What follows belongs to an exercise in optimizing a design on an open flow for small area; a production flow would make more cautious choices.
Where RTL was checked, it was by simulation tests only, not by an equivalence proof against the original.
Power is estimated from default activity; no workload was simulated.

## north
==> flow/design.v (excerpt) <==
module stopwatch00(input btn,
             input clk,
             input rst,
             input save,
             input outres,
             output led,
             output reg ledr,
             output reg ledg,
             output reg ledb,
             output [8:0] leds,
             output [11:0] ledsindicates,
             output [7:0] cs,
             output [7:0] ds,
             output [7:0] s,
             output [7:0] ss,
             output [7:0] m,
             output [7:0] mm);
clock: 30.0 ns
lec_check: 0
cap_margin: 20
core_margin: 2
core_utilization: 40
slew_margin: 20
run.sh (not shown) runs the stock make flow with config.mk's settings and CLKGATE_MAP_FILE= SYNTH_SCRIPT=/design/flow/synth_recipe.tcl, a recipe that flattens the netlist after the stock synthesis.
The final layout from north, which completed every stage, passed the timing, design-rule and antenna checks at the end of the flow.
diff inputs: north => south
==> flow/flow/run.sh (new file) <==
#!/bin/bash
# The standard layout (bash standard.sh), with three settings passed to ORFS:
# ports buffered with the smallest buffer, and a clock tree of large clusters
# without dummy loads.
set -euo pipefail
export BUFFER_PORTS_ARGS="-buffer_cell sky130_fd_sc_hd__buf_1"
export CTS_ARGS="-sink_clustering_enable -repair_clock_nets -dont_use_dummy_load -buf_list sky130_fd_sc_hd__clkbuf_16 -sink_clustering_size 24 -sink_clustering_max_diameter 100"
bash standard.sh > standard.log 2>&1
==> flow/standard.sh (new file) <==
#!/bin/bash
# synth_recipe.tcl (not shown) runs the flow's synth.tcl, then flattens the netlist and writes it again
# the make line also repeats each setting of config.mk as NAME=value (left out here)
make -C /OpenROAD-flow-scripts/flow DESIGN_CONFIG=/design/flow/config.mk WORK_HOME=/design/flow/orfs CLKGATE_MAP_FILE= SYNTH_SCRIPT=/design/flow/synth_recipe.tcl "${@:-finish}"
removed: flow/run.sh
Findings:
- Having completed the whole flow, south delivered a layout that passed the timing, design-rule and antenna checks.
- Against north, south reports a global router's overall resource usage that is lower.
- Compared with north, south shows clock skew higher by 0.025 ns.
- south vs north: portion of total power attributed to the clock network down in south
- Per the comparison of south with north, met3 track demand over resource shows a reduction of 1.0 points, setup slack at placement shows an increase of 0.48 ns, final design instance area without fill decreased 6.0%, switching power as a share of total power fell 0.49 points.
- Compared south vs north, and cell count is down in south.
- Taking north as 1.0, south lands at 0.927 on static leakage.
- Comparing south with north, the via-per-instance ratio came out essentially unchanged.

---

The RTL this note starts from:
==> flow/design.v <==
module stopwatch00(input btn,
             input clk,
             input rst,
             input save,
             input outres,
             output led,
             output reg ledr,
             output reg ledg,
             output reg ledb,
             output [8:0] leds,
             output [11:0] ledsindicates,
             output [7:0] cs,
             output [7:0] ds,
             output [7:0] s,
             output [7:0] ss,
             output [7:0] m,
             output [7:0] mm);
function [6:0] seg;	 
  input [3:0] d;
  case (d)
    4'd0: seg = 7'b1000000;
    4'd1: seg = 7'b1111001;
    4'd2: seg = 7'b0100100;
    4'd3: seg = 7'b0110000;
    4'd4: seg = 7'b0011001;
    4'd5: seg = 7'b0010010;
    4'd6: seg = 7'b0000010;
    4'd7: seg = 7'b1111000;
    4'd8: seg = 7'b0000000;
    default: seg = 7'b0010000;
  endcase
endfunction
reg btn_f, save_f, run;
reg [1:0] ticks;
reg [3:0] c0, c1, s0, m0, m1;	 
reg [2:0] s1;
reg [3:0] index;	 
reg [3:0] sel;		 
reg [10:0] showindex;	 
reg [3:0] ledind;	 
reg down;		 
reg ledon;		 
reg pend;		 
reg [22:0] results [0:9];
reg [22:0] disp;
always @*
  case (sel)
    4'd0: disp = results[0];
    4'd1: disp = results[1];
    4'd2: disp = results[2];
    4'd3: disp = results[3];
    4'd4: disp = results[4];
    4'd5: disp = results[5];
    4'd6: disp = results[6];
    4'd7: disp = results[7];
    4'd8: disp = results[8];
    4'd9: disp = results[9];
    default: disp = {m1, m0, s1, s0, c1, c0};
  endcase
assign cs = {1'b1, seg(disp[3:0])};
assign ds = {1'b1, seg(disp[7:4])};
assign s  = {1'b0, seg(disp[11:8])};
assign ss = {1'b1, seg({1'b0, disp[14:12]})};
assign m  = {1'b0, seg(disp[18:15])};
assign mm = {1'b1, seg(disp[22:19])};
assign led = c1 == 4'd0 && c0 < 4'd5;
assign leds = 9'd0;
assign ledsindicates = ledon ? (12'd1 << ledind) : 12'd0;
wire tick = run && ticks == 2'd3;
wire c0w = c0 == 4'd9;
wire c1w = c1 == 4'd9;
wire s0w = s0 == 4'd9;
wire s1w = s1 == 3'd5;
wire m0w = m0 == 4'd9;
wire m1w = m1 == 4'd9;
wire ledstep = tick && ((c0w && c1w) || c0 + c1 == 4'd8 || (c0w && c1 == 4'd8));
wire [3:0] nextind = down ? ledind - 4'd1 : ledind + 4'd1;
wire btn_press = !btn && !btn_f;
wire run_n = btn_press ? !run : run;
wire save_press = !save && !save_f;
wire clear = save_press && !outres && !run_n;
wire store = save_press && !outres && run_n && index < 4'd10;
wire show = save_press && outres && !run_n && index != 4'd0;
wire [3:0] sel_inc = (sel + 4'd1 == index) ? 4'd0 : sel + 4'd1;
wire [3:0] rd = (showindex == 11'd0) ? 4'd0 : sel_inc;
always @(posedge clk)
  if (rst) begin
    btn_f <= 1'b0;
    save_f <= 1'b0;
    run <= 1'b0;
    ticks <= 2'd0;
    c0 <= 4'd0;
    c1 <= 4'd0;
    s0 <= 4'd0;
    s1 <= 3'd0;
    m0 <= 4'd0;
    m1 <= 4'd0;
    index <= 4'd0;
    sel <= 4'd15;
    showindex <= 11'd0;
    ledind <= 4'd1;
    down <= 1'b1;
    ledon <= 1'b0;
    pend <= 1'b0;
    ledr <= 1'b0;
    ledg <= 1'b0;
    ledb <= 1'b0;
  end else begin
    if (!run) begin
      ledr <= !outres;
      ledg <= 1'b0;
      ledb <= outres;
    end else if (tick) begin
      ledr <= 1'b0;
      ledg <= 1'b1;
      ledb <= 1'b0;
    end
    if (run)
      ticks <= ticks + 2'd1;
    if (tick) begin
      c0 <= c0w ? 4'd0 : c0 + 4'd1;
      if (c0w) c1 <= c1w ? 4'd0 : c1 + 4'd1;
      if (c0w && c1w) s0 <= s0w ? 4'd0 : s0 + 4'd1;
      if (c0w && c1w && s0w) s1 <= s1w ? 3'd0 : s1 + 3'd1;
      if (c0w && c1w && s0w && s1w) m0 <= m0w ? 4'd0 : m0 + 4'd1;
      if (c0w && c1w && s0w && s1w && m0w) m1 <= m1w ? 4'd0 : m1 + 4'd1;
    end
    if (ledstep) begin
      ledon <= 1'b1;
      ledind <= nextind;
      if (nextind == 4'd11)
        down <= 1'b1;
      else if (nextind == 4'd0)
        down <= 1'b0;
    end
    if (btn_press)
      btn_f <= 1'b1;
    else if (btn && btn_f)
      btn_f <= 1'b0;
    if (save_press)
      save_f <= 1'b1;
    else if (save && save_f)
      save_f <= 1'b0;
    run <= run_n;
    if (run)
      sel <= 4'd15;
    if (btn_press && !run)
      showindex <= 11'd0;
    pend <= store;
    if (pend) begin
      results[index] <= disp;
      index <= index + 4'd1;
    end
    if (clear) begin
      c0 <= 4'd0;
      c1 <= 4'd0;
      s0 <= 4'd0;
      s1 <= 3'd0;
      m0 <= 4'd0;
      m1 <= 4'd0;
      index <= 4'd0;
      sel <= 4'd15;
      showindex <= 11'd0;
      ledon <= 1'b0;
    end
    if (show) begin
      sel <= rd;
      showindex <= showindex + 11'd1;
    end
  end
endmodule
clock: 30.0 ns
lec_check: 0
cap_margin: 20
core_margin: 2
core_utilization: 40
slew_margin: 20
Stock flow here: none of the scripts above is used.
The baseline went through all stages and came out clean.
Change:
Settings changed: CTS_BUF_LIST set to sky130_fd_sc_hd__clkbuf_4, CTS_CLUSTER_SIZE set to 30.
Effect: The new run completed with no timing, DRC or antenna violations; utilization went down by 0.11 points; register-to-register slack gets better by 0.07 ns; critical path depth is unchanged; global-route usage goes up by 0.45 points; cell count is higher by 4.6%; power is lower by 4.0%; final area hardly moves; hold slack is worse by 0.0048 ns; sequential cell count does not change; sequential share of layout area came out higher by 0.13 points.
No run of this note included a check of the RTL's function; only the layout flow was run.

afterwards: timing with drivers on the ports:
How much do the figures lean on ideal ports? The routed layouts below were timed once more, with nothing changed but the port constraints. Step 1 (the two cells are an assumption about what drives the block):
set clk [get_ports {clk}]
set_driving_cell -lib_cell sky130_fd_sc_hd__clkbuf_16 $clk
set_driving_cell -lib_cell sky130_fd_sc_hd__buf_2 [delete_from_list [all_inputs] $clk]
Step 2 times the ports against the registers' clock, not the clock port: input delays grow and output delays shrink by t, the midpoint of the rising clock arrivals with the driver on. Slacks: ideal / step 1 / step 2; pairs: ideal / step 1.
run | shift t [ns] | setup slack, ns | worst setup path at the end
north | 0.593 | 18.689 / 18.639 / 19.232 | register to output
south | 0.530 | 19.258 / 19.206 / 19.736 | register to output
the first run of note 2 | 0.604 | 19.161 / 19.110 / 19.714 | register to output
the second run of note 2 | 0.718 | 19.090 / 19.044 / 19.762 | register to output
After both steps every run listed still meets setup and hold.
